Source: an optimization exercise on an open RTL-to-GDS flow (aim: small area). Production flows keep margins and buffers that such runs may drop. In this exercise RTL edits were held to simulation tests only and were not proved equivalent to the original. Power figures rest on the tool's default switching activity, not on a simulated workload.

===== flow/run.sh =====
#!/bin/bash
# Layout flow: the standard layout (standard.sh) with these changes:
#  - synthesis maps the logic with an area-oriented ABC script (flow/abc.script,
#    deep synthesis with random seed @SEED@) and without Yosys's adder
#    extraction; it runs for sixteen seeds (four at a time) and keeps the
#    smallest netlist. The
#    synthesis steps are otherwise ORFS's, so the registers are the standard
#    synthesis's;
#  - the port buffers are buf_1 cells;
#  - clock tree synthesis uses clkbuf_8 buffers and no dummy loads.
set -euo pipefail
W=$PWD
best=""
bestarea=""
for s in $(seq 0 15); do
  rm -rf "$W/scripts_s$s" "$W/orfs_s$s"
  cp -r "$FLOW_HOME/scripts" "$W/scripts_s$s"
  sed "s/@SEED@/$s/" "$W/flow/abc.script" > "$W/scripts_s$s/abc_area.script"
  cp "$W/scripts_s$s/abc_area.script" "$W/scripts_s$s/abc_speed.script"
  sed "s#WORK_HOME=[^ ]*#WORK_HOME=$W/orfs_s$s#" standard.sh > "$W/standard_s$s.sh"
  (SCRIPTS_DIR="$W/scripts_s$s" ADDER_MAP_FILE= bash "$W/standard_s$s.sh" synth > "$W/synth_s$s.log" 2>&1) &
  if (( s % 4 == 3 )); then wait; fi
done
wait
for s in $(seq 0 15); do
  a=$(grep -h "Chip area for module" "$W/orfs_s$s/reports/$FLOW_PLATFORM/simon/base/synth_stat.txt" 2>/dev/null | awk '{print $NF}' || true)
  echo "seed $s: synthesized area $a" >> "$W/synth_choice.log"
  if [[ -z "$a" || ! -f "$W/orfs_s$s/results/$FLOW_PLATFORM/simon/base/1_synth.odb" ]]; then continue; fi
  if [[ -z "$bestarea" ]] || awk "BEGIN {exit !($a < $bestarea)}"; then best=$s; bestarea=$a; fi
done
echo "kept seed $best" >> "$W/synth_choice.log"
rm -rf "$W/orfs"
cp -a "$W/orfs_s$best" "$W/orfs"
for s in $(seq 0 15); do
  if [[ $s != "$best" ]]; then rm -rf "$W/orfs_s$s" "$W/scripts_s$s"; fi
done
export BUFFER_PORTS_ARGS="-buffer_cell sky130_fd_sc_hd__buf_1"
export CTS_ARGS="-buf_list sky130_fd_sc_hd__clkbuf_8 -sink_clustering_enable -repair_clock_nets -dont_use_dummy_load"
bash standard.sh > "$W/layout.log" 2>&1

===== standard.sh =====
#!/bin/bash
# synth_recipe.tcl (not shown) runs the flow's synth.tcl, then flattens the netlist and writes it again
# the make line also repeats each setting of config.mk as NAME=value (left out here)
make -C /OpenROAD-flow-scripts/flow DESIGN_CONFIG=/design/flow/config.mk WORK_HOME=/design/flow/orfs CLKGATE_MAP_FILE= SYNTH_SCRIPT=/design/flow/synth_recipe.tcl "${@:-finish}"

===== flow/abc.script =====
strash
&get -n
&deepsyn -T 30 -S @SEED@
&put
dch -f
amap
topo

===== config.mk =====
export PLATFORM = sky130hd
export DESIGN_NAME = simon
export DESIGN_NICKNAME = simon
export VERILOG_FILES = /design/flow/design.v
export SDC_FILE = /design/flow/constraint.sdc
export NUM_CORES = 4
export LEC_CHECK = 0
export ABC_AREA = 1
export CAP_MARGIN = 20
export CORE_MARGIN = 2
export CORE_UTILIZATION = 65
export SLEW_MARGIN = 20

===== constraint.sdc =====
create_clock -name core_clock -period 10.0 [get_ports {clk}]
set_input_delay 2.0000 -clock core_clock [delete_from_list [all_inputs] [get_ports {clk}]]
set_output_delay 2.0000 -clock core_clock [all_outputs]
set_load 0.01 [all_outputs]

===== design.v =====
`timescale 1ns / 1ps
module sevenSeg(
    input clk,
    input rst,
    input clr,
    input inc,
    input seg_en,           
    output reg[6:0] seg,
    output[3:0] an,
    output reg[3:0] tens,   
    output reg[3:0] ones,
    output reg clr_p,       
    output reg inc_p
    );
    reg counter;         
    wire on = !(tens[3] && tens[2]);
    wire game_started = clr_p || on;
    wire upd = seg_en && game_started;
    always@(posedge clk)begin
        if(rst)begin
            tens[3:2] <= 2'b11;
            ones <= 4'd0;
            clr_p <= 0;
            counter <= 0;
        end
        else begin
            clr_p <= clr || (clr_p && !upd);
            if(upd)begin
                if(clr_p)begin
                    tens <= 4'd0;
                    ones <= 4'd0;
                end
                else if(inc_p)begin
                    if(ones == 4'd9)begin
                        ones <= 4'd0;
                        tens <= tens + 4'd1;
                    end
                    else
                        ones <= ones + 4'd1;
                end
                counter <= ~counter;
            end
        end
    end
    always@(posedge clk)
        inc_p <= inc || (inc_p && !upd);
    assign an = {2'b11, ~counter, ~(on & ~counter)};
    localparam [15:0] SEG0 = 16'h0012;
    localparam [15:0] SEG1 = 16'h0060;
    localparam [15:0] SEG2 = 16'h0004;
    localparam [15:0] SEG3 = 16'h0092;
    localparam [15:0] SEG4 = 16'h02ba;
    localparam [15:0] SEG5 = 16'h008e;
    localparam [15:0] SEG6 = 16'hfc83;
    wire[3:0] digit = counter ? tens : ones;
    always@(*)begin
        seg = {SEG6[digit], SEG5[digit], SEG4[digit], SEG3[digit], SEG2[digit], SEG1[digit], SEG0[digit]};
    end
endmodule
`timescale 1ns / 1ps
module simon(
    input clk,
    input rst,   
    input btnR,  
    input btnD,
    input btnU,
    input btnL,
    input btnC,
    output reg[3:0] led,
    output [6:0] seg,
    output [3:0] an
    );
    localparam START_STATE = 3'b000;
    localparam FAIL_STATE = 3'b001;
    localparam LED_STATE = 3'b010;
    localparam LAST_STATE = 3'b011;
    localparam INPUT_STATE = 3'b111;
    localparam [31:0] F25 = 32'hf0a00f0f;
    localparam [4:0] I25 = 5'd6;
    localparam [4:0] Z25 = 5'd22;
    reg[2:0] c8;
    reg[4:0] m25;
    wire tick = (m25 == Z25) && !c8[0];
    wire seg_en = (c8 == 3'd4);
    always@(posedge clk) begin
        if(rst)begin
            c8 <= 3'd0;
            m25 <= I25;
        end
        else begin
            c8 <= c8 + 3'd1;
            m25 <= {m25[3:0], F25[m25]};
        end
    end
    localparam [1:0] CU = 2'd0, CR = 2'd2, CD = 2'd3, CL = 2'd1;
    localparam [31:0] ROM0 = 32'h5da65aab;   
    localparam [31:0] ROM1 = 32'h4b33298d;
    function [3:0] onehot;      
        input [1:0] c;
        onehot = {c == CL, c == CD, c == CR, c == CU};
    endfunction
    reg[2:0] state;
    reg blink;
    reg[6:0] cc;            
    reg[6:0] th;            
    reg[1:0] prev;          
    reg btnC_next,btnR_next,btnL_next,btnD_next,btnU_next;
    wire[3:0] btn = {btnL_next, btnD_next, btnR_next, btnU_next};
    wire[3:0] sc_t, sc_1;
    wire sc_clr, sc_inc;
    wire[6:0] sc = {sc_t, 3'b000} + {sc_t, 1'b0} + sc_1;    
    wire pos0 = (cc == 7'd0);
    wire exc = pos0 || (cc[6:2] == 5'b11000);
    wire[1:0] cur = exc ? CU : {ROM1[cc[4:0]], ROM0[cc[4:0]]};
    wire at_score = sc_clr ? pos0 : (!sc_inc && cc == sc);
    wire h_zero = (th == 7'd0);
    reg[2:0] state_v;
    reg blink_v;
    reg[6:0] cc_v, th_v;
    reg[1:0] prev_v;
    reg[3:0] led_v;
    reg match, fail, inc;
    always@(*) begin
        state_v = state;
        blink_v = blink;
        cc_v = cc;
        th_v = th;
        prev_v = prev;
        led_v = led;
        match = 1'b0;
        fail = 1'b0;
        inc = 1'b0;
        if(btnC_next)begin
            cc_v = 7'd0;
            state_v = LED_STATE;
            if(tick)begin
                led_v = onehot(CU);
                cc_v = 7'd1;
                state_v = LAST_STATE;
            end
        end
        else if(state[2])begin
            led_v = 4'b0000;
            if(tick)begin
                if(h_zero && state[1:0] == 2'd2)
                    fail = 1'b1;
                if(state[1:0] == 2'd2)begin
                    state_v = 3'b100;
                    th_v = th - 7'd1;
                end
                else
                    state_v = {1'b1, state[1:0] + 2'd1};
            end
            match = |(btn & onehot(cur));
            if(|(btn & ~onehot(match ? cur : prev)))
                fail = 1'b1;
            if(match)
                prev_v = cur;
            if(match && at_score)begin
                inc = 1'b1;
                cc_v = 7'd0;
                state_v = (cc == 7'd99) ? FAIL_STATE : LED_STATE;
            end
            else begin
                if(match)
                    cc_v = cc + 7'd1;
                if(fail)
                    state_v = FAIL_STATE;
            end
        end
        else case(state[1:0])
        2'b00: begin
            if(tick)begin
                led_v = {~blink, blink, ~blink, blink};
                blink_v = ~blink;
            end
        end
        2'b10, 2'b11: begin
            if(tick)begin
                led_v = onehot(cur);
                if(state[0])begin
                    cc_v = 7'd0;
                    th_v = sc;
                    prev_v = CU;
                    state_v = INPUT_STATE;
                end
                else begin
                    cc_v = cc + 7'd1;
                    if(at_score)
                        state_v = LAST_STATE;
                end
            end
        end
        2'b01: begin
            state_v = START_STATE;
        end
        endcase
    end
    always@(posedge clk)begin
        if(rst)begin
            btnC_next <= 0;
            state <= START_STATE;
            blink <= 0;
            led <= 0;
        end
        else begin
            btnC_next <= btnC;
            state <= state_v;
            blink <= blink_v;
            led <= led_v;
        end
    end
    always@(posedge clk)begin
        cc <= cc_v;
        th <= th_v;
        prev <= prev_v;
        btnU_next <= btnU;
        btnD_next <= btnD;
        btnR_next <= btnR;
        btnL_next <= btnL;
    end
    sevenSeg an0(.clk(clk),.rst(rst),.clr(btnC_next),.inc(inc),.seg_en(seg_en),.seg(seg),.an(an),
                 .tens(sc_t),.ones(sc_1),.clr_p(sc_clr),.inc_p(sc_inc));
endmodule

==> summary.txt <==
## cell usage in the layout (no fill, tap or decap)
cell type	count
o21a_1	1
buf_1	19
conb_1	2
a2111oi_0	3
a21o_1	1
nand2_1	22
and3_1	1
clkbuf_8	5
a211oi_1	4
nand3_1	1
o2111a_1	1
o21ai_0	21
a22oi_1	2
a31oi_1	4
and2_0	1
o22ai_1	14
o211ai_1	3
nor2_1	65
a221oi_1	5
nor4_1	4
o21bai_1	1
buf_4	1
nor2b_1	7
clkinv_1	48
edfxtp_1	18
or2_0	5
nor3_1	14
o221ai_1	1
o31ai_1	1
o32ai_1	3
o32a_1	2
o2111ai_1	2
a311oi_1	1
a21boi_0	1
a21oi_1	23
o22a_1	2
dfxtp_1	30
## kinds of logic after synthesis
group | after synthesis | synth area share
AO/OA/AOI/OAI | 96 | 0.250
buffers and inverters | 50 | 0.0789
flip-flops | 48 | 0.462
other | 1 | 0.00152
AND/OR/NAND/NOR | 120 | 0.208
## sequential cells by signal (all words and copies together), names as in the netlist, 3 cells and up
name	cells
cc	7
th	7
m25	5
an0.ones	4
an0.tens	4
led	4
c8	3
state	3
## final timing paths
kind / startpoint / endpoint / cells after the start
max: an0.counter$_SDFFE_PP0P_ / seg[4] / 9
min: m25[0]$_SDFF_PP0_ / m25[1]$_SDFF_PP1_ / 1
min reg2reg: m25[0]$_SDFF_PP0_ / m25[1]$_SDFF_PP1_ / 1
max reg2reg: cc[0]$_DFFE_PP_ / state[1]$_SDFFE_PP0P_ / 20
## power groups by stage
stage          clock (uW)  combinational (uW)  sequential (uW)
6_report              100                36.1              217
5_1_grt               112                41.9              218
4_1_cts               103                35.9              216
3_5_place_dp            0                35.6              221
3_3_place_gp            0                34.3              221
2_1_floorplan           0                27.4              219
## worst reg2reg max path: stages, from the launching register on
cell and delay [ps]:
edfxtp_1 490, clkinv_1 160, nor2_1 180, clkinv_1 120, o21ai_0 110, a21oi_1 80, o21ai_0 80, a21oi_1 60
a2111oi_0 630, clkinv_1 260, o21ai_0 290, clkinv_1 160, o22ai_1 220, clkinv_1 110, nor3_1 140, a21oi_1 60
nor4_1 330, o2111ai_1 200, a221oi_1 330, nor2_1 70, nor2_1 80
## per-stage QoR
stage	area, sq um	std cells	worst slack (ps)	power [uW]
global placement	2600	382	6050	255
finish	2670	387	5710	353
floorplan	2480	316	5970	247
CTS	2670	387	5700	355
global route	2670	387	5210	371
detailed placement	2600	382	5860	256
## routing by layer
metal	share of wire	routed length, um	GRT usage	up-vias
met5	0	0	0	-
met2	0.49	2570	0.471	89
met1	0.44	2340	0.364	1021
li1	-	-	-	1171
met4	0.012	64	0.0911	0
met3	0.059	312	0.0497	10
## final cells by class
class	count	area, sq um	share of cell area
Clock buffer	5	68.8	0.0258
Inverter	48	180	0.0675
Multi-Input combinational cell	218	1140	0.427
Sequential cell	48	1140	0.428
Tap cell	48	60.1	0.0225
Timing Repair Buffer	20	78.8	0.0295
==> results.yml <==
run_status:
  status: "complete, no violations"
clock_tree:
  cts_sinks: 48
  h-tree-depth: 2
  clkSlewWorstSetupHoldPaths_ps: 80
  cts_buffers: 5
  cts_tree: "yes"
  clock_latency_ps: 290
  clock-root-buffer: "clkbuf_8"
  cts_max_path_buffers: 2
  cts_setup_buffers: 0
  cts_hold_buf: 0
  cts_resized: 0
setup_path:
  arrival_ps: 2290
  worstPathCellList: "clkinv_1 -> o22ai_1 -> nor2_1 -> nor2_1 -> clkinv_1 -> a211oi_1 -> nor2_1 -> o21ai_0 -> buf_1"
  cpMostUsedCell: "nor2_1"
  crit_fanout: 7
  crit_slowest_cell: "dfxtp_1"
  endpoint_kind: "primary output"
  path_class: "register to primary output"
  reg2reg_slack_ps: 5770
  cpPeakStageDelay_ps: 420
  path_buf_inv: 3
  critPathTopFamily: "compound AO/OA/AOI/OAI gates"
  startpoint_type: "register"
  crit_required_ps: 8000
logic_synthesis:
  yosys_warnings: 2
  synth_edf_count: 18
  synth-seq-cells: 48
  synth_top_cell_area_share: 0.243
  synth.distinct_cells: 35
  synth.area.top_cells: "dfxtp_1, edfxtp_1, nor2_1"
  synth.most_common_cell: "nor2_1"
  syn_inst: 315
  synth_commonest_cells: "nor2_1, clkinv_1, dfxtp_1"
  syn_area_per_cell_sq_um: 7.85
  synthFlopType: "dfxtp_1"
  synth_sequential_area_ratio: 0.462
  yosys.area.top_type: "dfxtp_1"
  synth_area_sq_mm: 0.00247
  synth-async-reset-ratio: 0
sta:
  period_needed_ps: 4290
  finalCritPeriodShare: 0.429
  worstMarginPinSlew_ps: 798
  fin_hold_ws_ps: 451
  max_freq_mhz: 233
  setup_viol: 0
  tns_ps: 0
  rsz0062_at_grt: "false"
  slew_viol_final: 0
  finalHoldViolCount: 0
  relSlewSlack: 0.454
  clock_skew_ps: 10.3
placement:
  gp_congestion: 0.899
  io_buffers: 19
  hpwl_mm: 4.12
global_routing:
  first_global_vias: 2140
  antenna_found_initial: 0
  grt_pass1_wl_mm: 9.35
  grt_max_degree: 18
  track_usage: 0.280
  overflow: 0
cells_and_area:
  final_util: 0.729
  nNetsFinal: 348
  areaGrowthSynthToFinish_pct: 7.95
  num-fill-cells: 304
  antenna_cells: 0
  layout-drive-gt1-share: 0.0177
power:
  comb_power_share: 0.102
  p_per_area_mw_per_mm2: 132
  p_int_uw: 267
  swShare: 0.243
  clockPowerShare: 0.284
  p_leak_uw: 0.000881
  pwr-share-seq: 0.613
  p_sw_uw: 85.6
  ir_drop_uv: 103
floorplanning:
  core_area_sq_mm: 0.00366
  die-area_sq_mm: 0.00431
  die_w_um: 65.7
  rows: 22
  num_io_pins: 22
  fp.dieH_um: 65.7
  initial_core_util: 0.675
worst_hold_path:
  hold_path_class: "register to register"
route:
  drt_iter0_markers: 190
  dr.pass1.iters: 4
  antenna_left: 0
  drc: 0
  via_per_inst: 5.92
  vias: 2291
  totalWireLength_mm: 5.29
  post_drt_wl_per_cell_um: 13.7
run:
  drv_cap: 0

==> separate check: timing with driven ports <==
Ports are ideal in the flow. The routed layout listed here was re-timed in OpenROAD.
Step 1 (the two cells are an assumption about what drives the block):
set clk [get_ports {clk}]
set_driving_cell -lib_cell sky130_fd_sc_hd__clkbuf_16 $clk
set_driving_cell -lib_cell sky130_fd_sc_hd__buf_2 [delete_from_list [all_inputs] $clk]
Step 2 moves the port delays by t, midway between the first and last clock arrival at a register: inputs arrive t later, outputs are due t later. That takes back most of the time a late clock gives input paths.
Slacks: no drivers / after step 1 / after step 2; pairs: no drivers / after step 1.
shift t [ns]: 0.311
slack for setup (ns): 5.708 / 5.683 / 5.772
worst setup path after step 2: register to register
latest minus earliest clock arrival (ns): 0.010 / 0.011
After both steps this run still meets setup and hold. The setup slack of this run moves by -0.025 ns with the drivers and by +0.064 ns with both steps.
